This design comes from an exercise in tuning for small area, a short achievable clock period and few clock cycles per item on the open sky130 flow, not from production work.
The RTL was checked by simulation tests, not by an equivalence proof against the original design.
Power and IR drop assume default switching activity.

## flow/design.v (module list and top-level ports; edited modules follow where they fit)
// module SoftLUT5: 28 lines
// module axi_lut_ctrl: 144 lines
// module comparator: 7 lines
// module layer0: 1810 lines
// module layer1: 1138 lines
// module top: 150 lines
// module llnn_wrapper: 43 lines
module llnn_wrapper (
    input  logic        clk,
    input  logic        rst_n,
    input  logic [15:0] S_AXI_AWADDR,
    input  logic        S_AXI_AWVALID,
    output logic        S_AXI_AWREADY,
    input  logic [31:0] S_AXI_WDATA,
    input  logic [3:0]  S_AXI_WSTRB,
    input  logic        S_AXI_WVALID,
    output logic        S_AXI_WREADY,
    output logic [1:0]  S_AXI_BRESP,
    output logic        S_AXI_BVALID,
    input  logic        S_AXI_BREADY,
    input  logic [15:0] S_AXI_ARADDR,
    input  logic        S_AXI_ARVALID,
    output logic        S_AXI_ARREADY,
    output logic [31:0] S_AXI_RDATA,
    output logic [1:0]  S_AXI_RRESP,
    output logic        S_AXI_RVALID,
    input  logic        S_AXI_RREADY
);
  // ...
==> flow/run.sh <==
#!/bin/bash
# synth_recipe.tcl (not shown) runs the flow's synth.tcl, then flattens the netlist and writes it again
# the make line also repeats each setting of config.mk as NAME=value (left out here)
make -C /OpenROAD-flow-scripts/flow DESIGN_CONFIG=/design/flow/config.mk WORK_HOME=/design/flow/orfs CLKGATE_MAP_FILE= SYNTH_SCRIPT=/design/flow/synth_recipe.tcl finish
==> flow/config.mk <==
export PLATFORM = sky130hd
export DESIGN_NAME = llnn_wrapper
export DESIGN_NICKNAME = llnn_wrapper
export VERILOG_FILES = /design/flow/design.v
export SDC_FILE = /design/flow/constraint.sdc
export NUM_CORES = 4
export LEC_CHECK = 0
export CAP_MARGIN = 20
export CORE_MARGIN = 2
export CORE_UTILIZATION = 40
export SLEW_MARGIN = 20
==> flow/constraint.sdc <==
create_clock -name core_clock -period 20.0 [get_ports {clk}]
set_input_delay 4.0000 -clock core_clock [delete_from_list [all_inputs] [get_ports {clk}]]
set_output_delay 4.0000 -clock core_clock [all_outputs]
set_load 0.01 [all_outputs]
==> run_results.csv, run 1 <==
group,metric,value,unit
run_status,status,"finished clean",
logic_synthesis,ys.flop_type,"dfxtp_1",
global_routing,use_met2,39.7,%
clock_network,path_clk_slew,0.06,ns
power_and_ir_drop,p_seq,14.8,mW
clock_network,cts.htree.levels,6,
die,nWellTaps,8092,
global_routing,grt_overflow,0,
job,cap_violations,0,
setup_path,crit_chain,"buf_4, buf_4, buf_4, xnor2_1, mux2i_1, o221ai_1, a41oi_1, nand2_1, xnor2_1, a211o_1, nand4_1, inv_1, nor2_1, o21ai_0, nand2_1, maj3_1, a22o_1, nor4_1, nand3_1, nor4_2, a41oi_1, a41oi_1",
power_and_ir_drop,power_frac_comb,25.1,%
sta,finalSetupTns,0,ns
global_routing,antenna_found_initial,66,
sta,holdWs,0.291,ns
setup_path,slowest_delay,0.76,ns
power_and_ir_drop,powerClk,13.6,mW
logic_synthesis,yosys.area.top_type_share,54.1,%
logic_synthesis,synth_top_area_cell,"dfxtp_1",
drt,drt.antenna.violating_nets,0,
sta,fmax,88.5,MHz
setup_path,rrSetupSlack,8.71,ns
die,die-width,788,um
global_routing,gr-usage-all-layers,27.1,%
setup_path,cp_data_arrival_time,12.18,ns
drt,drt_wl_total,879,mm
sta,fin_crit_sh,56.5,%
clock_network,cts_sinks,7128,
clock_network,ctsHoldBuffers,0,
die,initial_core_util,40.2,%
drt,wl_met2,366,mm
final_layout,syn_to_final_growth,14.8,%
power_and_ir_drop,p_comb,9.54,mW
drt,drcViolationCount,0,
Testbench counts, summed over its fixed seeds: cycles 5,760, inferences 384.
==> module axi_lut_ctrl, before the edit <==
module axi_lut_ctrl #(
    parameter TOTAL_GATES = 1512,
    parameter NET_INPUTS = 400,
    parameter NET_OUTPUTS = 4,
    parameter ADDR_W = 16,
    parameter DATA_W = 32,
    parameter GATE_SEL_W = (TOTAL_GATES > 1) ? $clog2(TOTAL_GATES) : 1
) (
    input logic S_AXI_ACLK,
    input logic S_AXI_ARESETN,
    input  logic [ADDR_W-1:0] S_AXI_AWADDR,
    input  logic S_AXI_AWVALID,
    output logic S_AXI_AWREADY,
    input  logic [DATA_W-1:0] S_AXI_WDATA,
    input  logic [3:0] S_AXI_WSTRB,
    input  logic S_AXI_WVALID,
    output logic S_AXI_WREADY,
    output logic [1:0] S_AXI_BRESP,
    output logic S_AXI_BVALID,
    input  logic S_AXI_BREADY,
    input  logic [ADDR_W-1:0] S_AXI_ARADDR,
    input  logic S_AXI_ARVALID,
    output logic S_AXI_ARREADY,
    output logic [DATA_W-1:0] S_AXI_RDATA,
    output logic [1:0] S_AXI_RRESP,
    output logic S_AXI_RVALID,
    input  logic S_AXI_RREADY,
    output logic [GATE_SEL_W-1:0] cfg_gate_sel,
    output logic cfg_ce,
    output logic [3:0] cfg_data,
    output logic [6:0] phase,
    output logic [NET_INPUTS-1:0] net_i,
    input  logic [NET_OUTPUTS-1:0] net_o
);
  localparam NUM_INPUT_WORDS = (NET_INPUTS + 31) / 32;
  localparam [ADDR_W-1:0] ADDR_INPUT_BASE = ADDR_W'(16'h9000);
  localparam [ADDR_W-1:0] ADDR_OUTPUT     = ADDR_INPUT_BASE + ADDR_W'(NUM_INPUT_WORDS * 4);
  logic [DATA_W-1:0] input_regs [NUM_INPUT_WORDS];
  genvar gi;
  generate
    for (gi = 0; gi < NUM_INPUT_WORDS; gi++) begin : pack_input
      if ((gi + 1) * 32 <= NET_INPUTS) begin
        assign net_i[gi*32+:32] = input_regs[gi];
      end else begin
        assign net_i[NET_INPUTS-1 : gi*32] = input_regs[gi][NET_INPUTS-1-gi*32:0];
      end
    end
  endgenerate
  logic b_pend;                        
  logic shifting;                      
  logic [2:0] bit_cnt;
  logic [DATA_W-1:0] shift_reg;        
  logic [2:0] phase_r;                 
  logic [6:0] phase_d;                 
  logic [GATE_SEL_W-1:0] gate_sel_r;
  wire wr_fire     = S_AXI_AWVALID & S_AXI_WVALID;
  wire wr_is_gate  = ~S_AXI_AWADDR[15];
  wire wr_is_input = (S_AXI_AWADDR >= ADDR_INPUT_BASE) && (S_AXI_AWADDR < ADDR_OUTPUT);
  wire shift_last  = shifting & (bit_cnt == 3'd7);
  assign S_AXI_AWREADY = S_AXI_WVALID;
  assign S_AXI_WREADY  = S_AXI_AWVALID;
  assign S_AXI_BRESP   = 2'b00;
  assign S_AXI_BVALID  = b_pend | (wr_fire & ~wr_is_gate);
  assign cfg_gate_sel = gate_sel_r;
  assign cfg_ce       = shifting;
  assign phase        = phase_d;
  wire [2:0] phase_nx = S_AXI_ARESETN ? phase_r + 1'b1 : 3'd0;
  always_ff @(posedge S_AXI_ACLK) begin
    phase_d <= {phase_nx[2] ^ (phase_nx[1] | phase_nx[0]),
                phase_nx[2] ^ phase_nx[1],
                phase_nx[2] ^ (phase_nx[1] & phase_nx[0]),
                phase_nx[2],
                phase_nx[1] ^ phase_nx[0],
                phase_nx[1],
                phase_nx[0]};
  end
  genvar gr;
  generate
    for (gr = 0; gr < 4; gr++) begin : cfg_bits
      assign cfg_data[gr] = shift_reg[{~phase_r, 2'(gr)}];
    end
  endgenerate
  always_ff @(posedge S_AXI_ACLK) begin
    if (!S_AXI_ARESETN) begin
      b_pend   <= 1'b0;
      shifting <= 1'b0;
      phase_r  <= '0;
    end else begin
      phase_r <= phase_nx;
      b_pend <= (S_AXI_BVALID & ~S_AXI_BREADY) | shift_last;
      if (wr_fire & wr_is_gate) shifting <= 1'b1;
      else if (shift_last)      shifting <= 1'b0;
    end
  end
  always_ff @(posedge S_AXI_ACLK) begin
    if (wr_fire & wr_is_gate) begin
      gate_sel_r <= S_AXI_AWADDR[GATE_SEL_W+1:2];
      shift_reg  <= S_AXI_WDATA;
      bit_cnt    <= '0;
    end else begin
      bit_cnt   <= bit_cnt + 1'b1;
    end
  end
  wire [DATA_W-1:0] in_wdata = S_AXI_WDATA & {DATA_W{S_AXI_ARESETN}};
  wire [3:0] in_widx = S_AXI_AWADDR[5:2];
  generate
    for (gi = 0; gi < NUM_INPUT_WORDS; gi++) begin : in_word
      wire we = (wr_fire & wr_is_input & (in_widx == gi)) | ~S_AXI_ARESETN;
      always_ff @(posedge S_AXI_ACLK) begin
        if (we) input_regs[gi] <= in_wdata;
      end
    end
  endgenerate
  logic s_axi_rvalid_reg;
  logic [DATA_W-1:0] s_axi_rdata_reg;
  assign S_AXI_ARREADY = 1'b1;
  assign S_AXI_RVALID  = s_axi_rvalid_reg;
  assign S_AXI_RDATA   = s_axi_rdata_reg;
  assign S_AXI_RRESP   = 2'b00;
  always_ff @(posedge S_AXI_ACLK) begin
    if (!S_AXI_ARESETN) begin
      s_axi_rvalid_reg <= 1'b0;
    end else if (S_AXI_ARVALID) begin
      s_axi_rvalid_reg <= 1'b1;
    end else if (S_AXI_RREADY) begin
      s_axi_rvalid_reg <= 1'b0;
    end
  end
  always_ff @(posedge S_AXI_ACLK) begin
    if (S_AXI_ARVALID) begin
      if (S_AXI_ARADDR == ADDR_W'(16'h8000)) begin
        s_axi_rdata_reg <= '0;
      end else if (S_AXI_ARADDR == ADDR_W'(16'h8004)) begin
        s_axi_rdata_reg <= TOTAL_GATES;
      end else if (S_AXI_ARADDR >= ADDR_INPUT_BASE && S_AXI_ARADDR < ADDR_OUTPUT) begin
        s_axi_rdata_reg <= input_regs[S_AXI_ARADDR[5:2]];
      end else if (S_AXI_ARADDR == ADDR_OUTPUT) begin
        s_axi_rdata_reg <= {{(DATA_W - NET_OUTPUTS){1'b0}}, net_o};
      end else begin
        s_axi_rdata_reg <= 32'hDEAD_BEEF;
      end
    end
  end
endmodule
==> module top, before the edit <==
module top (
	input  logic        clk,
	input  logic        rst_n,
	input  logic [15:0] S_AXI_AWADDR,
	input  logic        S_AXI_AWVALID,
	output logic        S_AXI_AWREADY,
	input  logic [31:0] S_AXI_WDATA,
	input  logic [3:0]  S_AXI_WSTRB,
	input  logic        S_AXI_WVALID,
	output logic        S_AXI_WREADY,
	output logic [1:0]  S_AXI_BRESP,
	output logic        S_AXI_BVALID,
	input  logic        S_AXI_BREADY,
	input  logic [15:0] S_AXI_ARADDR,
	input  logic        S_AXI_ARVALID,
	output logic        S_AXI_ARREADY,
	output logic [31:0] S_AXI_RDATA,
	output logic [1:0]  S_AXI_RRESP,
	output logic        S_AXI_RVALID,
	input  logic        S_AXI_RREADY
);
	localparam NET_INPUTS      = 400;
	localparam L0_NEURONS     = 128;
	localparam L1_NEURONS     = 80;
	localparam CLASS_OUTS      = 8;
	localparam NET_OUTPUT_BITS = 4;
	localparam TOTAL_GATES     = 208;
	localparam L0_GATE_BASE    = 0;
	localparam L1_GATE_BASE    = 128;
	localparam GATE_SEL_W      = $clog2(TOTAL_GATES);
	logic [NET_INPUTS-1:0] NET_I;
	logic [3:0] NET_O;
	logic [GATE_SEL_W-1:0] cfg_gate_sel;
	logic cfg_ce;
	logic [3:0] cfg_data;
	logic [6:0] phase;
	logic [L0_NEURONS-1:0] F_L0;
	logic [L1_NEURONS-1:0] F_L1;
	axi_lut_ctrl #(
		.TOTAL_GATES  (TOTAL_GATES),
		.NET_INPUTS   (NET_INPUTS),
		.NET_OUTPUTS  (4)
	) u_axi_ctrl (
		.S_AXI_ACLK    (clk),
		.S_AXI_ARESETN (rst_n),
		.S_AXI_AWADDR     (S_AXI_AWADDR),
		.S_AXI_AWVALID    (S_AXI_AWVALID),
		.S_AXI_AWREADY    (S_AXI_AWREADY),
		.S_AXI_WDATA      (S_AXI_WDATA),
		.S_AXI_WSTRB      (S_AXI_WSTRB),
		.S_AXI_WVALID     (S_AXI_WVALID),
		.S_AXI_WREADY     (S_AXI_WREADY),
		.S_AXI_BRESP      (S_AXI_BRESP),
		.S_AXI_BVALID     (S_AXI_BVALID),
		.S_AXI_BREADY     (S_AXI_BREADY),
		.S_AXI_ARADDR     (S_AXI_ARADDR),
		.S_AXI_ARVALID    (S_AXI_ARVALID),
		.S_AXI_ARREADY    (S_AXI_ARREADY),
		.S_AXI_RDATA      (S_AXI_RDATA),
		.S_AXI_RRESP      (S_AXI_RRESP),
		.S_AXI_RVALID     (S_AXI_RVALID),
		.S_AXI_RREADY     (S_AXI_RREADY),
		.cfg_gate_sel  (cfg_gate_sel),
		.cfg_ce        (cfg_ce),
		.cfg_data      (cfg_data),
		.phase         (phase),
		.net_i         (NET_I),
		.net_o         (NET_O)
	);
	layer0 L0 (
		.clk          (clk),
		.in           (NET_I),
		.out          (F_L0),
		.cfg_gate_sel (cfg_gate_sel),
		.cfg_ce       (cfg_ce),
		.cfg_data     (cfg_data),
		.phase        (phase)
	);
	layer1 L1 (
		.clk          (clk),
		.in           (F_L0),
		.out          (F_L1),
		.cfg_gate_sel (cfg_gate_sel),
		.cfg_ce       (cfg_ce),
		.cfg_data     (cfg_data),
		.phase        (phase)
	);
	function automatic [7:0] therm8;
		input [7:0] v;
		logic [7:0] s;
		logic hi, lo;
		begin
			s = v;
			hi = s[0] | s[2]; lo = s[0] & s[2]; s[0] = hi; s[2] = lo;
			hi = s[1] | s[3]; lo = s[1] & s[3]; s[1] = hi; s[3] = lo;
			hi = s[4] | s[6]; lo = s[4] & s[6]; s[4] = hi; s[6] = lo;
			hi = s[5] | s[7]; lo = s[5] & s[7]; s[5] = hi; s[7] = lo;
			hi = s[0] | s[4]; lo = s[0] & s[4]; s[0] = hi; s[4] = lo;
			hi = s[1] | s[5]; lo = s[1] & s[5]; s[1] = hi; s[5] = lo;
			hi = s[2] | s[6]; lo = s[2] & s[6]; s[2] = hi; s[6] = lo;
			hi = s[3] | s[7]; lo = s[3] & s[7]; s[3] = hi; s[7] = lo;
			hi = s[0] | s[1]; lo = s[0] & s[1]; s[0] = hi; s[1] = lo;
			hi = s[2] | s[3]; lo = s[2] & s[3]; s[2] = hi; s[3] = lo;
			hi = s[4] | s[5]; lo = s[4] & s[5]; s[4] = hi; s[5] = lo;
			hi = s[6] | s[7]; lo = s[6] & s[7]; s[6] = hi; s[7] = lo;
			hi = s[2] | s[4]; lo = s[2] & s[4]; s[2] = hi; s[4] = lo;
			hi = s[3] | s[5]; lo = s[3] & s[5]; s[3] = hi; s[5] = lo;
			hi = s[1] | s[4]; lo = s[1] & s[4]; s[1] = hi; s[4] = lo;
			hi = s[3] | s[6]; lo = s[3] & s[6]; s[3] = hi; s[6] = lo;
			hi = s[1] | s[2]; lo = s[1] & s[2]; s[1] = hi; s[2] = lo;
			hi = s[3] | s[4]; lo = s[3] & s[4]; s[3] = hi; s[4] = lo;
			hi = s[5] | s[6]; lo = s[5] & s[6]; s[5] = hi; s[6] = lo;
			therm8 = s;
		end
	endfunction
	logic [7:0] T [10];
	genvar gc;
	generate
		for (gc = 0; gc < 10; gc = gc + 1) begin : cnt
			assign T[gc] = therm8(F_L1[8*gc +: 8]);
		end
	endgenerate
	logic [9:0] gt [10];
	genvar gk, gj;
	generate
		for (gk = 0; gk < 10; gk = gk + 1) begin : cmp_k
			for (gj = 0; gj < 10; gj = gj + 1) begin : cmp_j
				if (gj < gk) begin : lower
					comparator CMP (.in1(T[gk]), .in2(T[gj]), .gt(gt[gk][gj]));
				end else begin : none
					assign gt[gk][gj] = 1'b0;
				end
			end
		end
	endgenerate
	logic [9:0] win;
	always_comb begin
		for (int k = 0; k < 10; k++) begin
			win[k] = 1'b1;
			for (int j = 0; j < 10; j++) begin
				if (j < k) win[k] = win[k] & gt[k][j];
				else if (j > k) win[k] = win[k] & ~gt[j][k];
			end
		end
	end
	assign NET_O[0] = win[1] | win[3] | win[5] | win[7] | win[9];
	assign NET_O[1] = win[2] | win[3] | win[6] | win[7];
	assign NET_O[2] = win[4] | win[5] | win[6] | win[7];
	assign NET_O[3] = win[8] | win[9];
endmodule : top
==> run 2, diff against run 1 <==
--- a/flow/design.v
+++ b/flow/design.v
@@ -65,11 +65,12 @@
   localparam [ADDR_W-1:0] ADDR_OUTPUT     = ADDR_INPUT_BASE + ADDR_W'(NUM_INPUT_WORDS * 4);
   logic [DATA_W-1:0] input_regs [NUM_INPUT_WORDS];
+  logic [DATA_W-1:0] input_next [NUM_INPUT_WORDS];
   genvar gi;
   generate
     for (gi = 0; gi < NUM_INPUT_WORDS; gi++) begin : pack_input
       if ((gi + 1) * 32 <= NET_INPUTS) begin
-        assign net_i[gi*32+:32] = input_regs[gi];
+        assign net_i[gi*32+:32] = input_next[gi];
       end else begin
-        assign net_i[NET_INPUTS-1 : gi*32] = input_regs[gi][NET_INPUTS-1-gi*32:0];
+        assign net_i[NET_INPUTS-1 : gi*32] = input_next[gi][NET_INPUTS-1-gi*32:0];
       end
     end
@@ -84,5 +85,4 @@
   wire wr_fire     = S_AXI_AWVALID & S_AXI_WVALID;
   wire wr_is_gate  = ~S_AXI_AWADDR[15];
-  wire wr_is_input = (S_AXI_AWADDR >= ADDR_INPUT_BASE) && (S_AXI_AWADDR < ADDR_OUTPUT);
   wire shift_last  = shifting & (bit_cnt == 3'd7);
   assign S_AXI_AWREADY = S_AXI_WVALID;
@@ -132,9 +132,11 @@
   wire [DATA_W-1:0] in_wdata = S_AXI_WDATA & {DATA_W{S_AXI_ARESETN}};
   wire [3:0] in_widx = S_AXI_AWADDR[5:2];
+  wire wr_in_region = (S_AXI_AWADDR[15:6] == 10'(16'h9000 >> 6));
   generate
     for (gi = 0; gi < NUM_INPUT_WORDS; gi++) begin : in_word
-      wire we = (wr_fire & wr_is_input & (in_widx == gi)) | ~S_AXI_ARESETN;
+      wire we = (wr_fire & wr_in_region & (in_widx == gi)) | ~S_AXI_ARESETN;
+      assign input_next[gi] = (in_wdata & {DATA_W{we}}) | (input_regs[gi] & {DATA_W{~we}});
       always_ff @(posedge S_AXI_ACLK) begin
-        if (we) input_regs[gi] <= in_wdata;
+        input_regs[gi] <= input_next[gi];
       end
     end
@@ -3162,5 +3164,6 @@
 	logic [3:0] cfg_data;
 	logic [6:0] phase;
-	logic [L0_NEURONS-1:0] F_L0;
+	logic [L0_NEURONS-1:0] F_L0;      
+	logic [L0_NEURONS-1:0] F_L0_q;    
 	logic [L1_NEURONS-1:0] F_L1;
 	axi_lut_ctrl #(
@@ -3206,5 +3209,5 @@
 	layer1 L1 (
 		.clk          (clk),
-		.in           (F_L0),
+		.in           (F_L0_q),
 		.out          (F_L1),
 		.cfg_gate_sel (cfg_gate_sel),
@@ -3213,4 +3216,5 @@
 		.phase        (phase)
 	);
+	always_ff @(posedge clk) F_L0_q <= F_L0;
 	function automatic [7:0] therm8;
 		input [7:0] v;
==> flow/flow/run.sh (new file) <==
#!/bin/bash
# The standard layout (standard.sh: the unchanged standard synthesis, then
# ORFS through finish) with two changes to how the layout is optimised:
#  * the port buffers inserted before global placement are
#    sky130_fd_sc_hd__buf_4 instead of the default pick (a delay buffer,
#    clkdlybuf4s50_1, ~0.5 ns each on every input-to-output path);
#  * repair_timing aims for 11.5 ns of setup slack on the 20 ns clock (the
#    design's paths are ~8.5 ns long; with the default margin nothing on them
#    is ever sized for speed);
#  * clock tree synthesis clusters flip-flops up to 60 um across (30 at most
#    per leaf buffer) and inserts no dummy loads, for a smaller clock tree.
# The clock, its period and every constraint are the standard flow's own.
set -euo pipefail
cd "$(dirname "$0")/.."
bash standard.sh "BUFFER_PORTS_ARGS=-buffer_cell sky130_fd_sc_hd__buf_4" \
  "SETUP_SLACK_MARGIN=11.5" \
  "CTS_ARGS=-sink_clustering_enable -repair_clock_nets -dont_use_dummy_load -sink_clustering_size 30 -sink_clustering_max_diameter 60" \
  finish > flow_make.log 2>&1
==> flow/standard.sh (new file) <==
#!/bin/bash
# synth_recipe.tcl (not shown) runs the flow's synth.tcl, then flattens the netlist and writes it again
# the make line also repeats each setting of config.mk as NAME=value (left out here)
make -C /OpenROAD-flow-scripts/flow DESIGN_CONFIG=/design/flow/config.mk WORK_HOME=/design/flow/orfs CLKGATE_MAP_FILE= SYNTH_SCRIPT=/design/flow/synth_recipe.tcl "${@:-finish}"
--- a/flow/config.mk
+++ b/flow/config.mk
@@ -8,4 +8,4 @@
 export CAP_MARGIN = 20
 export CORE_MARGIN = 2
-export CORE_UTILIZATION = 40
+export CORE_UTILIZATION = 60
 export SLEW_MARGIN = 20
removed: flow/run.sh
==> run_results.csv, run 2 <==
group,metric,value,unit
run_status,status,"finished with violations",
run_status,check.faults,"antenna rules",
drt,drtIter0Drc,17600,
logic_synthesis,netlist_instances,20300,
place,place_ws,10.06,ns
drt,wl_per_cell,30.7,um
clock_network,cts_sinks,7256,
power_and_ir_drop,leakagePower,92.6,nW
global_routing,met1_usage,48.3,%
sta,setup_ws,11.36,ns
die,die_area,412000,sq um
die,pin_count,116,
setup_path,cp_data_arrival_time,9.43,ns
drt,drt.antenna.violating_nets,1,
place,dp_hpwl,558,mm
global_routing,grt_max_degree,125,
hold_path,hp-class,"flip-flop to flip-flop",
logic_synthesis,synth-xor-area-share,2.51,%
clock_network,clockRootBuffer,"clkbuf_16",
global_routing,grt_pass1_wl,1110,mm
logic_synthesis,synthDistinctLibCells,116,
logic_synthesis,yosys.area.top_type_share,58.8,%
global_routing,grt_pass1_vias,153000,
sta,finalSetupTns,0,ns
drt,drt_wl_total,795,mm
setup_path,worst-setup-path-type,"input pin to flip-flop",
logic_synthesis,synth_area,244000,sq um
setup_path,crit_path_top_delay_cell,"a21boi_1",
logic_synthesis,yosysMostFrequentCell,"dfxtp_1",
final_layout,largest_reg_flops,400,
logic_synthesis,synthTopCellsByCount,"7168 x dfxtp_1, 2309 x mux2i_1, 1997 x nand2_1",
power_and_ir_drop,power,25.5,mW
final_layout,drive_above_1_share,13.7,%
sta,slew_headroom,4.01,%
sta,fin_crit_sh,43.2,%
final_layout,reg_top3,"u_net.u_axi_ctrl.input_regs x400, u_net.F_L0_q x128",
setup_path,cp_max_fo,24,
logic_synthesis,syn_area_per_cell,12.0,sq um
final_layout,final_cell_mix,"7135 x dfxtp_1, 2304 x mux2i_1, 1985 x nand2_1",
drt,dr.pass1.iters,10,
die,initial_core_util,60.1,%
sta,tightest_slew,1.43,ns
sta,fin_skew,0.150,ns
drt,vias,160000,
die,std_cell_rows,234,
final_layout,fin_area,265000,sq um
sta,rsz0062_at_grt,"no",
logic_synthesis,synthArstFlopShare,0,%
die,die-width,642,um
logic_synthesis,synth_edf_count,88,
final_layout,largest_register,"u_net.u_axi_ctrl.input_regs",
logic_synthesis,ys_ff_latch,7256,
sta,drv_slew,0,
logic_synthesis,synthTopCellsByArea,"dfxtp_1 59%, mux2i_1 9.5%, mux4_2 7.5%",
final_layout,final_cells,25900,
logic_synthesis,yosys_warnings,10,
clock_network,path_clk_slew,0.08,ns
die,core_area,406000,sq um
setup_path,crit_chain,"buf_4, or4_1, nor4_2, buf_4, and2_1, nand2_1, nor2_4, buf_6, nand2_1, a21boi_1, mux2_2, o21ai_0, xor2_1, mux2_2, o21ai_1",
final_layout,fin_nets,20400,
final_layout,final_common_cell,"dfxtp_1",
sta,fmax,116,MHz
sta,holdWs,0.232,ns
place,io_buffers,104,
power_and_ir_drop,power.density,96.2,nW/um^2
job,cap_violations,0,
power_and_ir_drop,ir_drop,0.0000889,V
sta,fin_crit,8.64,ns
sta,finalSetupViolCount,0,
logic_synthesis,synth_top_area_cell,"dfxtp_1",
logic_synthesis,synthMuxAreaShare,18.7,%
setup_path,cp-start-kind,"input pin",
sta,hold_viol,0,
setup_path,crit_buf_inv,3,
clock_network,clk_latency,1.06,ns
global_routing,use_met2,56.8,%
clock_network,cts_made_buffers,467,
final_layout,multiInputGateArea,94500,sq um
logic_synthesis,synth_compound_area_share,9.80,%
drt,drcViolationCount,0,
global_routing,gr-usage-all-layers,37.8,%
final_layout,fill_cells,31600,
setup_path,rrSetupSlack,11.64,ns
clock_network,cts.htree.levels,5,
logic_synthesis,yosys.area_share.simple,6.97,%
final_layout,seqCellArea,146000,sq um
setup_path,cp.required,20.79,ns
global_routing,grt_overflow,0,
global_routing,grtUsageMet3,8.95,%
final_layout,syn_to_final_growth,8.76,%
setup_path,slowest_delay,0.85,ns
global_routing,top_usage_layer,"met2",
clock_network,tritoncts,"done",
setup_path,end_kind,"flip-flop",
drt,viasPerCell,6.19,
place,gp_congestion,1.02,
logic_synthesis,synth_fa_ha_area_share,0.0872,%
die,die_height,642,um
place,placed_cell_area,253000,sq um
logic_synthesis,ys_seq_area_share,59.9,%
logic_synthesis,synth_top_family_by_area,"multiplexers",
setup_path,cp_top_family,"simple AND/OR/NAND/NOR gates",
clock_network,cts_buffer_depth,4,
global_routing,antenna_found_initial,111,
place,dp.cells,25300,
logic_synthesis,ys.flop_type,"dfxtp_1",
final_layout,finish.utilization,65.4,%
-- run 2: changes by cell type after synthesis, moves of 191 or more --
cell,delta
nor2_1,-224
dfxtp_1,+528
a21boi_1,+213
nand3_1,-209
o21ai_0,+199
mux2_2,-223
edfxtp_1,-400
nand2_1,+612
a221oi_1,-191
mux2i_1,+725
-- run 2: layer usage --
metal | vias to the layer above | routed length [um]
li1 | 72200 | -
met1 | 79500 | 318000
met2 | 6636 | 342000
met3 | 1891 | 70500
met4 | 72 | 64500
met5 | - | 702
-- run 2: worst paths after layout --
check                                                          from                                           endpoint  cells after the start
worst min register to register  u_net.L1.slut_62.ring[1][2]$_DFF_P_                u_net.L1.slut_62.ring[1][3]$_DFF_P_                      0
worst max register to register  u_net.u_axi_ctrl.phase_d[0]$_DFF_P_  u_net.u_axi_ctrl.s_axi_rdata_reg[2]$_SDFFCE_PP0P_                     16
worst max-delay path                               S_AXI_AWADDR[11]                            u_net.F_L0_q[3]$_DFF_P_                     15
worst min-delay path            u_net.L1.slut_62.ring[1][2]$_DFF_P_                u_net.L1.slut_62.ring[1][3]$_DFF_P_                      0
-- run 2: power breakdown --
group / switching (mW) / total, mW / internal (mW)
Sequential: 0.0890 / 14.6 / 14.5
Combinational: 1.52 / 2.17 / 0.657
Clock: 4.63 / 8.73 / 4.10
-- run 2: what timing repair did --
| action | in CTS | in global routing |
|---|---|---|
| hold buffers | 0 | 0 |
| setup buffers | 0 | 5 |
| setup endpoints to repair | 6 | 34 |
| cloned | 0 | 2 |
| resized for setup | 5 | 22 |
| pin swaps | 1 | 3 |
-- run 2: layout make-up --
type	instances	area share, %
repair buffers	700	2.05
multi-input cells	11800	35.6
flip-flops and latches	7256	55.1
diodes	102	0.0962
repair inverters	1	0.00189
clock buffers	467	4.41
inverters	111	0.160
well taps	5428	2.56
-- run 2: cell families (layout without fill, tap and decap cells) --
logic type	Yosys count	after routing
simple gates	3956	3956
flops	7256	7256
mux	3492	3492
compound gates	3670	3671
fa+ha+maj	20	20
buf+inv	1236	1279
other cells	2	107
xor+xnor	667	667
Testbench counts of run 2, summed over its fixed seeds: cycles 5,760, inferences 384.
==> run 3, diff against run 2 <==
--- a/flow/flow/run.sh
+++ b/flow/flow/run.sh
@@ -1,5 +1,5 @@
 #!/bin/bash
 # The standard layout (standard.sh: the unchanged standard synthesis, then
-# ORFS through finish) with two changes to how the layout is optimised:
+# ORFS through finish) with these changes to how the layout is optimised:
 #  * the port buffers inserted before global placement are
 #    sky130_fd_sc_hd__buf_4 instead of the default pick (a delay buffer,
--- a/flow/config.mk
+++ b/flow/config.mk
@@ -6,6 +6,6 @@
 export NUM_CORES = 4
 export LEC_CHECK = 0
-export CAP_MARGIN = 20
+export CAP_MARGIN = 35
 export CORE_MARGIN = 2
 export CORE_UTILIZATION = 60
-export SLEW_MARGIN = 20
+export SLEW_MARGIN = 35
==> run_results.csv, run 3 <==
group,metric,value,unit
clock_network,cts_sinks,7256,
clock_network,clk_latency,1.08,ns
die,initial_core_util,60.1,%
sta,fmax,117,MHz
final_layout,multiInputGateArea,94900,sq um
final_layout,largest_reg_flops,400,
sta,fin_skew,0.157,ns
die,core_area,406000,sq um
hold_path,min-delay-start,"u_net.L1.slut_62.ring[1][2]$_DFF_P_",
final_layout,final_common_cell,"dfxtp_1",
drt,dr.max_layer_used,"met5",
logic_synthesis,synthTopCellsByArea,"dfxtp_1 59%, mux2i_1 9.5%, mux4_2 7.5%",
sta,finalSetupViolCount,0,
logic_synthesis,ys_seq_area_share,59.9,%
clock_network,cts.htree.levels,5,
logic_synthesis,synth_edf_count,88,
place,placed_cell_area,254000,sq um
drt,drtIter0Drc,17200,
hold_path,hp-class,"flip-flop to flip-flop",
setup_path,end_kind,"flip-flop",
final_layout,final_cells,25900,
global_routing,grt_overflow,0,
sta,fin_crit_sh,42.9,%
die,std_cell_rows,234,
setup_path,reg2reg_from,"u_net.u_axi_ctrl.phase_d[0]$_DFF_P_",
drt,wl_met2,342,mm
clock_network,clockRootBuffer,"clkbuf_16",
setup_path,cp_data_arrival_time,9.44,ns
logic_synthesis,syn_area_per_cell,12.0,sq um
drt,vias,161000,
global_routing,grt_pass1_wl,1110,mm
sta,fin_crit,8.57,ns
place,dp_hpwl,558,mm
setup_path,rrSetupSlack,11.73,ns
final_layout,reg_top3,"u_net.u_axi_ctrl.input_regs x400, u_net.F_L0_q x128",
final_layout,seqCellArea,146000,sq um
sta,holdWs,0.232,ns
logic_synthesis,synth_area,244000,sq um
final_layout,fin_area,266000,sq um
global_routing,antenna_found_initial,111,
sta,rsz0062_at_grt,"yes",
final_layout,drive_above_1_share,14.1,%
setup_path,reg2reg_to,"u_net.u_axi_ctrl.s_axi_rdata_reg[2]$_SDFFCE_PP0P_",
place,place_ws,10.06,ns
sta,hold_viol,0,
global_routing,grt_pass1_vias,154000,
logic_synthesis,synthDistinctLibCells,116,
clock_network,cts_buffer_depth,4,
logic_synthesis,netlist_instances,20300,
clock_network,cts_made_buffers,471,
setup_path,cp-start-kind,"input pin",
logic_synthesis,yosys.area.top_type_share,58.8,%
sta,slew_headroom,25.4,%
drt,met3_length,71.7,mm
drt,viasPerCell,6.20,
hold_path,min_to,"u_net.L1.slut_62.ring[1][3]$_DFF_P_",
power_and_ir_drop,leakagePower,92.8,nW
logic_synthesis,synth_top_area_cell,"dfxtp_1",
logic_synthesis,synthTopCellsByCount,"7168 x dfxtp_1, 2309 x mux2i_1, 1997 x nand2_1",
clock_network,ctsHoldBuffers,0,
logic_synthesis,yosysMostFrequentCell,"dfxtp_1",
clock_network,tritoncts,"done",
setup_path,cp.required,20.87,ns
drt,wl_per_cell,30.8,um
die,pin_count,116,
logic_synthesis,yosys_warnings,10,
die,die-width,642,um
global_routing,grt_max_degree,125,
sta,finalSetupTns,0,ns
sta,setup_ws,11.43,ns
final_layout,largest_register,"u_net.u_axi_ctrl.input_regs",
drt,drcViolationCount,0,
drt,wl_met1,318,mm
place,io_buffers,104,
sta,drv_slew,0,
logic_synthesis,ys_ff_latch,7256,
global_routing,gr-usage-all-layers,37.8,%
die,die_area,412000,sq um
sta,tightest_slew,1.12,ns
clock_network,path_clk_slew,0.09,ns
setup_path,worst-setup-path-type,"input pin to flip-flop",
final_layout,fin_nets,20400,
power_and_ir_drop,power.density,96.1,nW/um^2
drt,drt.antenna.violating_nets,0,
final_layout,syn_to_final_growth,9.09,%
die,die_height,642,um
setup_path,r2r_cells,16,
logic_synthesis,synthArstFlopShare,0,%
final_layout,fill_cells,31400,
final_layout,final_cell_mix,"7130 x dfxtp_1, 2304 x mux2i_1, 1984 x nand2_1",
drt,drt_wl_total,796,mm
drt,dr.pass1.iters,8,
place,dp.cells,25300,
setup_path,cp_max_fo,29,
job,cap_violations,0,
hold_path,whs_path_depth,0,
place,gp_congestion,1.02,
power_and_ir_drop,ir_drop,0.0000825,V
run_status,status,"finished clean",
logic_synthesis,ys.flop_type,"dfxtp_1",
[run 3: cell type report]
cell class | instances | share of cell area [%]
timing repair buffer | 711 | 2.14
antenna | 112 | 0.105
timing repair inverter | 1 | 0.00188
inverter | 111 | 0.159
clock buffer | 471 | 4.43
tap | 5428 | 2.55
multi-input combinational | 11800 | 35.7
sequential | 7256 | 55.0
[run 3: worst max-delay path by stage]
stage / start / to / cells after the start
5_1_grt: u_net.u_axi_ctrl.phase_d[0]$_DFF_P_ / u_net.u_axi_ctrl.s_axi_rdata_reg[2]$_SDFFCE_PP0P_ / 16
6_report: S_AXI_AWADDR[11] / u_net.F_L0_q[58]$_DFF_P_ / 15
4_1_cts: S_AXI_AWADDR[15] / S_AXI_BVALID / 4
3_5_place_dp: S_AXI_AWADDR[11] / u_net.F_L0_q[105]$_DFF_P_ / 17
3_3_place_gp: S_AXI_AWADDR[11] / u_net.F_L0_q[88]$_DFF_P_ / 15
2_1_floorplan: S_AXI_AWADDR[15] / S_AXI_BVALID / 2
[run 3: timing repair]
| action | in CTS | in global routing |
|---|---|---|
| buffers inserted | 1 | 5 |
| setup endpoints to repair | 3 | 13 |
| pin swaps | 1 | 1 |
| gates cloned | 0 | 1 |
| resized for setup | 2 | 8 |
[run 3: logic make-up after synthesis]
group | Yosys count | synth area share, %
flops | 7256 | 59.9
simple gates | 3956 | 6.97
compound gates | 3670 | 9.80
mux | 3492 | 18.7
buf+inv | 1236 | 2.01
xor+xnor | 667 | 2.51
fa+ha+maj | 20 | 0.0872
other cells | 2 | 0.00308
[run 3: where the power goes]
group | switching, mW | leakage (nW) | internal [mW]
clock | 4.63 | 5.80 | 4.13
sequential | 0.0866 | 58.6 | 14.5
combinational | 1.53 | 28.4 | 0.665
total | 6.25 | 92.8 | 19.3
[run 3: metrics by stage]
stage	total power, mW	utilization, %
3_3_place_gp	17.1	62.4
3_5_place_dp	17.1	62.6
6_report	25.6	65.6
2_1_floorplan	16.1	-
4_1_cts	25.6	65.5
5_1_grt	26.2	65.6
[run 3: layer usage]
metal | vias to the layer above | GRT usage (%)
li1 | 72200 | -
met1 | 79500 | 48.2
met2 | 6833 | 56.7
met3 | 2013 | 9.36
met4 | 54 | 26.0
met5 | - | 0
[run 3: worst max-delay path: stages]
cell	delay [ns]
buf_4	0.10
or4_1	0.55
nor4_2	0.29
buf_4	0.27
nand3_1	0.40
nor2_4	0.25
buf_4	0.67
nand2_1	0.13
a21boi_1	0.86
mux2i_1	0.22
xnor2_1	0.54
a211oi_1	0.12
a211oi_1	0.26
a21oi_1	0.07
o21ai_1	0.63
==> run 4, diff against run 3 <==
--- a/flow/design.v
+++ b/flow/design.v
@@ -133,16 +133,24 @@
   wire [3:0] in_widx = S_AXI_AWADDR[5:2];
   wire wr_in_region = (S_AXI_AWADDR[15:6] == 10'(16'h9000 >> 6));
+  wire wr_is_input  = wr_in_region & (in_widx < 4'(NUM_INPUT_WORDS));
   generate
     for (gi = 0; gi < NUM_INPUT_WORDS; gi++) begin : in_word
       wire we = (wr_fire & wr_in_region & (in_widx == gi)) | ~S_AXI_ARESETN;
-      assign input_next[gi] = (in_wdata & {DATA_W{we}}) | (input_regs[gi] & {DATA_W{~we}});
+      wire we_l0 = wr_fire & (in_widx == gi);
       always_ff @(posedge S_AXI_ACLK) begin
-        input_regs[gi] <= input_next[gi];
+        input_regs[gi] <= (in_wdata & {DATA_W{we}}) | (input_regs[gi] & {DATA_W{~we}});
       end
+      assign input_next[gi] = we_l0 ? S_AXI_WDATA : input_regs[gi];
     end
   endgenerate
   logic s_axi_rvalid_reg;
   logic [DATA_W-1:0] s_axi_rdata_reg;
-  assign S_AXI_ARREADY = 1'b1;
+  logic ar_block;                      
+  wire  rd_fire = S_AXI_ARVALID & ~ar_block;
+  always_ff @(posedge S_AXI_ACLK) begin
+    if (!S_AXI_ARESETN) ar_block <= 1'b0;
+    else                ar_block <= wr_fire & ~wr_is_input;
+  end
+  assign S_AXI_ARREADY = ~ar_block;
   assign S_AXI_RVALID  = s_axi_rvalid_reg;
   assign S_AXI_RDATA   = s_axi_rdata_reg;
@@ -151,5 +159,5 @@
     if (!S_AXI_ARESETN) begin
       s_axi_rvalid_reg <= 1'b0;
-    end else if (S_AXI_ARVALID) begin
+    end else if (rd_fire) begin
       s_axi_rvalid_reg <= 1'b1;
     end else if (S_AXI_RREADY) begin
@@ -158,5 +166,5 @@
   end
   always_ff @(posedge S_AXI_ACLK) begin
-    if (S_AXI_ARVALID) begin
+    if (rd_fire) begin
       if (S_AXI_ARADDR == ADDR_W'(16'h8000)) begin
         s_axi_rdata_reg <= '0;
==> run_results.csv, run 4 <==
group,metric,value,unit
clock_network,tritoncts,"done",
clock_network,cts.htree.levels,5,
setup_path,crit_path_top_delay_cell,"a21o_1",
final_layout,multiInputGateArea,93300,sq um
die,std_cell_rows,234,
global_routing,grt_max_degree,91,
setup_path,cp_top_family,"buffers and inverters",
drt,dr.pass1.iters,7,
sta,slew_headroom,24.8,%
setup_path,slowest_delay,0.17,ns
power_and_ir_drop,leakagePower,99.6,nW
sta,tightest_slew,1.10,ns
clock_network,clk_latency,1.11,ns
final_layout,fill_cells,31100,
logic_synthesis,yosys.area.top_type_share,55.2,%
sta,hold_viol,0,
global_routing,grt_pass1_vias,156000,
sta,fin_skew,0.112,ns
sta,finalSetupViolCount,0,
clock_network,cts_made_buffers,474,
logic_synthesis,synthArstFlopShare,0,%
drt,vias,165000,
place,placed_cell_area,256000,sq um
sta,fin_crit_sh,42.7,%
sta,fmax,117,MHz
global_routing,antenna_found_initial,104,
logic_synthesis,synth_edf_count,488,
final_layout,fin_area,269000,sq um
logic_synthesis,synthDistinctLibCells,110,
sta,rsz0062_at_grt,"yes",
final_layout,syn_to_final_growth,9.29,%
die,initial_core_util,60.4,%
logic_synthesis,netlist_instances,20000,
final_layout,drive_above_1_share,14.4,%
setup_path,end_kind,"primary output",
setup_path,cp-start-kind,"input pin",
clock_network,clockRootBuffer,"clkbuf_16",
global_routing,gr-usage-all-layers,38.9,%
logic_synthesis,synthTopCellsByArea,"dfxtp_1 55%, mux4_2 8.2%, mux2i_1 7.2%",
logic_synthesis,synth_top_area_cell,"dfxtp_1",
die,pin_count,116,
setup_path,cp.required,16.00,ns
clock_network,cts_sinks,7257,
logic_synthesis,syn_area_per_cell,12.3,sq um
place,dp_hpwl,578,mm
final_layout,seqCellArea,150000,sq um
logic_synthesis,synthTopCellsByCount,"6769 x dfxtp_1, 1778 x mux2i_1, 1515 x nand2_1",
global_routing,grt_pass1_wl,1150,mm
global_routing,grt_overflow,0,
die,die_height,644,um
setup_path,crit_buf_inv,2,
die,die-width,644,um
logic_synthesis,ys.flop_type,"dfxtp_1",
setup_path,worst-setup-path-type,"input pin to primary output",
power_and_ir_drop,ir_drop,0.000107,V
clock_network,path_clk_slew,0.07,ns
drt,wl_per_cell,32.0,um
power_and_ir_drop,power.density,119,nW/um^2
setup_path,crit_chain,"buf_6, and2_4, a21o_1, buf_6",
drt,drtIter0Drc,20100,
drt,drcViolationCount,0,
logic_synthesis,synth_area,246000,sq um
hold_path,hp-class,"flip-flop to flip-flop",
logic_synthesis,ys_ff_latch,7257,
place,io_buffers,105,
setup_path,cp_max_fo,2,
place,place_ws,10.72,ns
logic_synthesis,yosys_warnings,10,
setup_path,cp_data_arrival_time,4.53,ns
die,core_area,407000,sq um
clock_network,cts_buffer_depth,4,
sta,finalSetupTns,0,ns
drt,viasPerCell,6.39,
drt,drt_wl_total,825,mm
setup_path,cp_common_cell,"buf_6",
final_layout,largest_reg_flops,128,
drt,drt.antenna.violating_nets,0,
place,dp.cells,25200,
place,gp_congestion,1.02,
final_layout,final_cells,25700,
sta,fin_crit,8.53,ns
job,cap_violations,0,
sta,setup_ws,11.47,ns
final_layout,final_common_cell,"dfxtp_1",
final_layout,largest_register,"u_net.F_L0_q",
final_layout,fin_nets,20300,
logic_synthesis,yosysMostFrequentCell,"dfxtp_1",
sta,drv_slew,0,
run_status,status,"finished clean",
final_layout,final_cell_mix,"6721 x dfxtp_1, 1555 x mux2i_1, 1495 x nand2_1",
logic_synthesis,ys_seq_area_share,61.1,%
die,die_area,415000,sq um
==> run 4: cell types whose count changed after synthesis, sizes merged, moves of 78 or more <==
| cell | before | now |
|---|---|---|
| nor2 | 1052 | 1259 |
| mux2i | 2309 | 1778 |
| mux4 | 815 | 893 |
| clkbuf | 853 | 758 |
| dfxtp | 7168 | 6769 |
| o21ai | 808 | 978 |
| a21boi | 371 | 19 |
| a21oi | 937 | 1306 |
| nand3 | 158 | 244 |
| nand2 | 1997 | 1515 |
| edfxtp | 88 | 488 |
==> run 4: final timing paths <==
kind | from | cells past startpoint | slack (ns) | end
worst max-delay path | S_AXI_WVALID | 4 | 11.47 | S_AXI_BVALID
worst min-delay path | u_net.L0.slut_75.ring[1][1]$_DFF_P_ | 0 | 0.30 | u_net.L0.slut_75.ring[1][2]$_DFF_P_
worst max register to register | u_net.u_axi_ctrl.phase_d[6]$_DFF_P_ | 18 | 11.90 | u_net.u_axi_ctrl.s_axi_rdata_reg[2]$_SDFFCE_PP0P_
worst min register to register | u_net.L0.slut_75.ring[1][1]$_DFF_P_ | 0 | 0.30 | u_net.L0.slut_75.ring[1][2]$_DFF_P_
==> run 4: power by group <==
group | total [mW] | switching (mW) | internal [mW] | leakage, nW
clock | 8.81 | 4.65 | 4.16 | 5.84
sequential | 15.3 | 0.433 | 14.8 | 59.2
combinational | 7.85 | 5.30 | 2.55 | 34.5
total | 31.9 | 10.4 | 21.5 | 99.6
==> run 4: cells by family after synthesis <==
kind of cell / synth area share (%)
compound gates: 10.5
xor+xnor: 2.62
fa+ha+maj: 0.0581
buf+inv: 1.78
flops: 61.1
mux: 17.0
other cells: 0.00153
simple gates: 6.88
==> run 4: routing by layer <==
| metal | GRT usage (%) | share of wire (%) |
|---|---|---|
| met1 | 49.7 | 39 |
| met5 | 0.382 | 0.061 |
| met4 | 28.7 | 8.8 |
| met3 | 9.24 | 9.7 |
| met2 | 57.7 | 43 |
==> run 4: cell type report <==
cell class	count	share of cell area [%]
Timing Repair Buffer	692	2.07
Clock buffer	474	4.42
Multi-Input combinational cell	11700	34.8
Sequential cell	7257	56.0
Tap cell	5428	2.53
Antenna cell	89	0.0829
Inverter	119	0.169
==> run 4: through the flow <==
stage               total power, mW  util (%)  hold slack (ns)
floorplan                      19.9         -            0.323
finish                         31.9      66.0            0.296
global placement               23.1      62.7            0.326
global route                   32.7      65.9            0.296
detailed placement             23.1      62.9            0.327
CTS                            31.7      65.8            0.297
==> run 4: repair_timing <==
action,in CTS,in global routing
pin swaps,2,0
gates resized for setup,5,0
endpoints found under the setup margin,1,1
hold buffers,0,0
buffers inserted,3,0
Testbench counts of run 4, summed over its fixed seeds: cycles 5,760, inferences 384.
==> run 5, diff against run 4 <==
--- a/flow/config.mk
+++ b/flow/config.mk
@@ -8,4 +8,4 @@
 export CAP_MARGIN = 35
 export CORE_MARGIN = 2
-export CORE_UTILIZATION = 60
+export CORE_UTILIZATION = 65
 export SLEW_MARGIN = 35
==> run_results.csv, run 5 <==
group,metric,value,unit
run_status,status,"finished clean",
logic_synthesis,yosysMostFrequentCell,"dfxtp_1",
final_layout,largest_register,"u_net.F_L0_q",
drt,drt_wl_total,812,mm
global_routing,grt_pass1_wl,1130,mm
drt,vias,166000,
final_layout,syn_to_final_growth,8.68,%
power_and_ir_drop,ir_drop,0.000110,V
hold_path,min-delay-start,"u_net.L1.slut_0.ring[0][6]$_DFF_P_",
power_and_ir_drop,power.density,118,nW/um^2
power_and_ir_drop,p_int,21.3,mW
hold_path,min_to,"u_net.L1.slut_0.ring[0][7]$_DFF_P_",
final_layout,final_common_cell,"dfxtp_1",
global_routing,grt_pass1_vias,158000,
power_and_ir_drop,p_clk_share,26.9,%
sta,fmax,117,MHz
logic_synthesis,synthMuxAreaShare,17.0,%
final_layout,fin_nets,20300,
clock_network,path_clk_slew,0.11,ns
clock_network,tritoncts,"done",
place,place_ws,10.53,ns
setup_path,rrSetupSlack,12.08,ns
final_layout,final_cell_mix,"6727 x dfxtp_1, 1570 x mux2i_1, 1493 x nand2_1",
logic_synthesis,synthArstFlopShare,0,%
logic_synthesis,synth_edf_count,488,
logic_synthesis,synth-xor-area-share,2.62,%
drt,viasPerCell,6.55,
power_and_ir_drop,power_frac_comb,24.9,%
setup_path,cp_max_fo,2,
clock_network,clk_latency,1.06,ns
setup_path,reg2reg_from,"u_net.u_axi_ctrl.phase_d[0]$_DFF_P_",
sta,hold_viol,0,
logic_synthesis,synth_top_area_cell,"dfxtp_1",
sta,rsz0062_at_grt,"yes",
place,gp_congestion,1.05,
sta,fin_skew,0.133,ns
power_and_ir_drop,leakagePower,99.2,nW
die,core_area,376000,sq um
clock_network,cts_sinks,7257,
clock_network,cts_buffer_depth,4,
place,io_buffers,105,
logic_synthesis,synthDistinctLibCells,110,
sta,fin_crit,8.54,ns
drt,dr.pass1.iters,9,
final_layout,final_cells,25300,
drt,drcViolationCount,0,
logic_synthesis,ys_ff_latch,7257,
logic_synthesis,yosys_warnings,10,
place,dp.cells,24700,
logic_synthesis,syn_area_per_cell,12.3,sq um
drt,wl_per_cell,32.1,um
setup_path,r2r_cells,17,
sta,slew_headroom,26.2,%
power_and_ir_drop,p_seq_share,48.2,%
logic_synthesis,synth_compound_area_share,10.5,%
clock_network,clockRootBuffer,"clkbuf_16",
logic_synthesis,synth_fa_ha_area_share,0.0581,%
clock_network,cts.htree.levels,5,
clock_network,cts_made_buffers,445,
global_routing,gr-usage-all-layers,41.6,%
sta,setup_ws,11.46,ns
die,die_area,383000,sq um
sta,finalSetupViolCount,0,
die,die_height,619,um
logic_synthesis,ys_seq_area_share,61.1,%
setup_path,cp.required,16.00,ns
setup_path,cp_data_arrival_time,4.54,ns
sta,drv_slew,0,
sta,holdWs,0.274,ns
hold_path,whs_path_depth,0,
logic_synthesis,synth_area,246000,sq um
logic_synthesis,ys.flop_type,"dfxtp_1",
setup_path,reg2reg_to,"u_net.u_axi_ctrl.s_axi_rdata_reg[2]$_SDFFCE_PP0P_",
place,placed_cell_area,255000,sq um
final_layout,drive_above_1_share,14.2,%
setup_path,worst-setup-path-type,"input pin to primary output",
global_routing,antenna_found_initial,100,
hold_path,hp-class,"flip-flop to flip-flop",
die,std_cell_rows,225,
global_routing,grt_max_degree,97,
logic_synthesis,yosys.area_share.simple,6.88,%
setup_path,cp-start-kind,"input pin",
drt,drt.antenna.violating_nets,0,
die,initial_core_util,65.4,%
global_routing,grt_overflow,0,
sta,tightest_slew,1.10,ns
logic_synthesis,synthTopCellsByCount,"6769 x dfxtp_1, 1778 x mux2i_1, 1515 x nand2_1",
final_layout,fill_cells,26700,
logic_synthesis,synth_top_family_by_area,"multiplexers",
sta,fin_crit_sh,42.7,%
job,cap_violations,0,
sta,finalSetupTns,0,ns
final_layout,largest_reg_flops,128,
final_layout,fin_area,267000,sq um
die,pin_count,116,
power_and_ir_drop,p_sw,10.3,mW
place,dp_hpwl,567,mm
die,die-width,619,um
power_and_ir_drop,sw_frac_of_total,32.6,%
logic_synthesis,synthTopCellsByArea,"dfxtp_1 55%, mux4_2 8.2%, mux2i_1 7.2%",
logic_synthesis,netlist_instances,20000,
drt,drtIter0Drc,19900,
setup_path,end_kind,"primary output",
logic_synthesis,yosys.area.top_type_share,55.2,%
-- run 5: worst max path at each step --
stage                          startpoint                       end  slack [ns]  cells past startpoint
after CTS                    S_AXI_WVALID              S_AXI_BVALID       11.47                      4
after global routing         S_AXI_WVALID              S_AXI_BVALID       11.45                      4
final                        S_AXI_WVALID              S_AXI_BVALID       11.46                      4
after global placement    S_AXI_AWADDR[5]  u_net.F_L0_q[48]$_DFF_P_       10.46                     14
after detailed placement  S_AXI_AWADDR[4]  u_net.F_L0_q[82]$_DFF_P_       10.53                     14
after floorplan             S_AXI_AWVALID              S_AXI_BVALID       11.63                      2
-- run 5: layer usage --
layer  track usage [%]  up-vias  wire length, um
met4              32.8       62            78000
met2              60.6     8974           340000
met1              51.0    81400           301000
met3              13.7     2416            92900
li1                  -    72700                -
met5                 0        -              403
-- run 5: power by group through the flow --
| stage | combinational [mW] | sequential, mW | clock [mW] |
|---|---|---|---|
| 6_report | 7.87 | 15.2 | 8.49 |
| 5_1_grt | 8.10 | 15.2 | 9.03 |
| 4_1_cts | 7.56 | 15.2 | 8.50 |
| 3_5_place_dp | 7.53 | 15.5 | 0 |
| 3_3_place_gp | 7.45 | 15.5 | 0 |
| 2_1_floorplan | 4.68 | 15.2 | 0 |
-- run 5: cell families after synthesis --
family	after synthesis
adders and majority gates	13
other	1
xor gates and xnor gates	707
DFF	7257
and+or+nand+nor	3863
muxes	3018
buffers and inverters	1100
AOI/OAI and AO/OA	4085
-- run 5: what timing repair did --
action,CTS,global route
hold buffers,0,0
setup buffers,2,0
gates resized for setup,5,0
pin swaps,2,0
setup endpoints to repair,1,1
-- run 5: critical path, stage by stage --
cell and delay [ns]:
buf_6 0.09, and2_4 0.15, a21o_1 0.17, buf_6 0.12
-- run 5: layout make-up --
type	instances	area, sq um	area share, %
clock buffers	445	11100	4.17
multi-input cells	11700	93300	34.9
inverters	119	454	0.170
diodes	96	240	0.0900
well taps	4994	6250	2.34
repair buffers	670	5380	2.02
flip-flops and latches	7257	150000	56.3
-- run 5: metrics by stage --
stage               util [%]  power (mW)
floorplan                  -        19.9
detailed placement      67.9        23.1
CTS                     70.9        31.3
global placement        67.7        23.0
global route            71.0        32.3
finish                  71.0        31.6
==> run 6, diff against run 5 <==
--- a/flow/flow/run.sh
+++ b/flow/flow/run.sh
@@ -5,6 +5,6 @@
 #    sky130_fd_sc_hd__buf_4 instead of the default pick (a delay buffer,
 #    clkdlybuf4s50_1, ~0.5 ns each on every input-to-output path);
-#  * repair_timing aims for 11.5 ns of setup slack on the 20 ns clock (the
-#    design's paths are ~8.5 ns long; with the default margin nothing on them
+#  * repair_timing aims for 12 ns of setup slack on the 20 ns clock (the
+#    design's paths are ~8.5 ns long, and routing adds some; with the default margin nothing on them
 #    is ever sized for speed);
 #  * clock tree synthesis clusters flip-flops up to 60 um across (30 at most
@@ -14,5 +14,5 @@
 cd "$(dirname "$0")/.."
 bash standard.sh "BUFFER_PORTS_ARGS=-buffer_cell sky130_fd_sc_hd__buf_4" \
-  "SETUP_SLACK_MARGIN=11.5" \
+  "SETUP_SLACK_MARGIN=12" \
   "CTS_ARGS=-sink_clustering_enable -repair_clock_nets -dont_use_dummy_load -sink_clustering_size 30 -sink_clustering_max_diameter 60" \
   finish > flow_make.log 2>&1
--- a/flow/config.mk
+++ b/flow/config.mk
@@ -8,4 +8,4 @@
 export CAP_MARGIN = 35
 export CORE_MARGIN = 2
-export CORE_UTILIZATION = 65
+export CORE_UTILIZATION = 60
 export SLEW_MARGIN = 35
==> run_results.csv, run 6 <==
group,metric,value,unit
global_routing,grt_max_degree,85,
setup_path,cp-start-kind,"input pin",
setup_path,cp_max_fo,2,
clock_network,ctsHoldBuffers,0,
clock_network,tritoncts,"done",
place,gp_congestion,1.02,
place,placed_cell_area,256000,sq um
final_layout,largest_reg_flops,128,
setup_path,crit_path_top_delay_cell,"a21o_1",
job,cap_violations,0,
global_routing,antenna_found_initial,109,
clock_network,path_clk_slew,0.10,ns
drt,drt_wl_total,829,mm
final_layout,fin_area,269000,sq um
sta,rsz0062_at_grt,"yes",
drt,vias,165000,
final_layout,syn_to_final_growth,9.30,%
logic_synthesis,ys.flop_type,"dfxtp_1",
die,die_height,644,um
place,io_buffers,105,
place,dp_hpwl,581,mm
final_layout,largest_register,"u_net.F_L0_q",
clock_network,clockRootBuffer,"clkbuf_16",
logic_synthesis,synthDistinctLibCells,110,
final_layout,fill_cells,31000,
hold_path,hp-class,"flip-flop to flip-flop",
logic_synthesis,synth_fa_ha_area_share,0.0581,%
sta,tightest_slew,1.13,ns
logic_synthesis,yosys.area.top_type_share,55.2,%
drt,drtIter0Drc,19900,
setup_path,cp_data_arrival_time,4.53,ns
global_routing,gr-usage-all-layers,39.2,%
die,die-width,644,um
global_routing,grt_pass1_wl,1150,mm
final_layout,final_common_cell,"dfxtp_1",
logic_synthesis,netlist_instances,20000,
die,pin_count,116,
power_and_ir_drop,power.density,119,nW/um^2
logic_synthesis,synth_area,246000,sq um
setup_path,slowest_delay,0.17,ns
final_layout,final_cell_mix,"6724 x dfxtp_1, 1557 x mux2i_1, 1494 x nand2_1",
final_layout,drive_above_1_share,14.5,%
global_routing,grt_overflow,0,
place,dp.cells,25200,
logic_synthesis,yosys.area_share.simple,6.88,%
final_layout,finish.utilization,66.0,%
global_routing,grt_pass1_vias,158000,
setup_path,crit_chain,"buf_8, and2_4, a21o_1, buf_6",
sta,fmax,117,MHz
logic_synthesis,synthArstFlopShare,0,%
drt,wl_per_cell,32.2,um
setup_path,worst-setup-path-type,"input pin to primary output",
logic_synthesis,synth-xor-area-share,2.62,%
clock_network,cts_buffer_depth,4,
drt,viasPerCell,6.40,
logic_synthesis,synth_top_family_by_area,"multiplexers",
setup_path,end_kind,"primary output",
clock_network,cts_sinks,7257,
power_and_ir_drop,ir_drop,0.000129,V
clock_network,cts_made_buffers,467,
power_and_ir_drop,leakagePower,99.6,nW
logic_synthesis,syn_area_per_cell,12.3,sq um
logic_synthesis,ys_seq_area_share,61.1,%
logic_synthesis,synthTopCellsByCount,"6769 x dfxtp_1, 1778 x mux2i_1, 1515 x nand2_1",
sta,slew_headroom,23.9,%
setup_path,cp.required,16.00,ns
logic_synthesis,yosys_warnings,10,
setup_path,crit_buf_inv,2,
logic_synthesis,synth_edf_count,488,
die,die_area,415000,sq um
setup_path,cp_top_family,"buffers and inverters",
sta,finalSetupTns,0,ns
drt,dr.pass1.iters,9,
drt,drcViolationCount,0,
die,initial_core_util,60.4,%
logic_synthesis,synth_compound_area_share,10.5,%
logic_synthesis,yosysMostFrequentCell,"dfxtp_1",
sta,fin_crit,8.53,ns
die,core_area,407000,sq um
logic_synthesis,synthTopCellsByArea,"dfxtp_1 55%, mux4_2 8.2%, mux2i_1 7.2%",
sta,fin_crit_sh,42.7,%
die,std_cell_rows,234,
clock_network,cts.htree.levels,5,
sta,drv_slew,0,
sta,fin_skew,0.107,ns
drt,drt.antenna.violating_nets,0,
run_status,status,"finished clean",
final_layout,final_cells,25700,
logic_synthesis,synth_top_area_cell,"dfxtp_1",
logic_synthesis,synthMuxAreaShare,17.0,%
sta,finalSetupViolCount,0,
sta,hold_viol,0,
logic_synthesis,ys_ff_latch,7257,
clock_network,clk_latency,1.09,ns
final_layout,fin_nets,20300,
run 6: layer usage:
layer | global-route usage [%] | wire (um) | vias to the layer above
li1 | - | - | 72800
met1 | 49.3 | 316000 | 81200
met2 | 58.0 | 353000 | 8248
met3 | 9.94 | 83300 | 2239
met4 | 30.3 | 76200 | 68
met5 | 0.139 | 537 | -
run 6: final cells by class:
| class | count | area, sq um | share of cell area [%] |
|---|---|---|---|
| diodes | 75 | 188 | 0.0699 |
| inverters | 119 | 454 | 0.169 |
| well taps | 5428 | 6790 | 2.53 |
| repair buffers | 694 | 5600 | 2.08 |
| multi-input cells | 11700 | 93500 | 34.8 |
| clock buffers | 467 | 11700 | 4.35 |
| flip-flops and latches | 7257 | 150000 | 56.0 |
run 6: cell families (layout without fill, tap and decap cells):
kind of cell             after synthesis  in the layout
AND/OR/NAND/NOR                     3863           3863
adder cells (fa/ha/maj)               13             13
multiplexers                        3018           3018
flip-flops                          7257           7257
other                                  1             79
buffers and inverters               1100           1280
XOR/XNOR                             707            707
AO/OA/AOI/OAI                       4085           4085
run 6: path summary, 6_finish.rpt:
path,startpoint,end,slack (ns),cells past startpoint
worst max register to register,u_net.u_axi_ctrl.phase_d[0]$_DFF_P_,u_net.u_axi_ctrl.s_axi_rdata_reg[2]$_SDFFCE_PP0P_,12.17,18
worst max-delay path,S_AXI_AWVALID,S_AXI_BVALID,11.47,4
worst min-delay path,u_net.L0.slut_68.ring[2][0]$_DFF_P_,u_net.L0.slut_68.ring[2][1]$_DFF_P_,0.26,0
worst min register to register,u_net.L0.slut_68.ring[2][0]$_DFF_P_,u_net.L0.slut_68.ring[2][1]$_DFF_P_,0.26,0
run 6: metrics by stage:
step                hold WS [ns]  setup slack [ns]  total power, mW
floorplan                  0.323             11.68             19.9
global placement           0.325             10.58             23.2
detailed placement         0.327             11.01             23.2
CTS                        0.276             11.46             31.7
global route               0.267             11.46             32.8
finish                     0.260             11.47             31.9
run 6: report_power, final:
part | switching (mW) | total (mW) | internal [mW]
clock | 4.62 | 8.72 | 4.10
combinational | 5.35 | 7.92 | 2.57
sequential | 0.454 | 15.3 | 14.8
run 6: repair_timing:
action	CTS	global route
endpoints found under the setup margin	5	12
pin swaps	3	2
resized for setup	5	11
buffers inserted	3	2
cloned	0	0
hold endpoints to repair	0	0

-- re-timing with driven ports --
No port has a modelled driver above. Below, the same layouts with a new extraction and two added sets of constraints. Step 1: set_driving_cell puts a clkbuf_16 on clk and a buf_2 on each other input, an assumption about the parent block. Step 2 adds t to the input delays and takes it off the output delays; t is the mean of the earliest and latest rising clock arrival at the registers after step 1. Input paths then give back, and output paths get back, about the clock's delay inside the block. Slacks: ideal / step 1 / step 2; pairs: ideal / step 1.
run	shift t [ns]	setup slack, ns	worst setup path after step 2	clock arrival spread, ns	cell pins on the clock port's net
run 1	1.252	8.705 / 8.705 / 8.705	register to register	0.092 / 0.093	1
run 2	1.121	11.364 / 11.460 / 10.339	input to register	0.168 / 0.168	1
run 3	1.133	11.429 / 11.503 / 10.394	input to register	0.169 / 0.169	1
run 4	1.152	11.470 / 11.437 / 10.660	input to register	0.124 / 0.124	1
run 5	1.127	11.464 / 11.432 / 10.436	input to register	0.139 / 0.139	1
run 6	1.158	11.470 / 11.430 / 10.905	input to register	0.114 / 0.114	1
The setup slack of run 3, which loses most, moves by +0.074 ns with the drivers and by -1.035 ns with both steps.
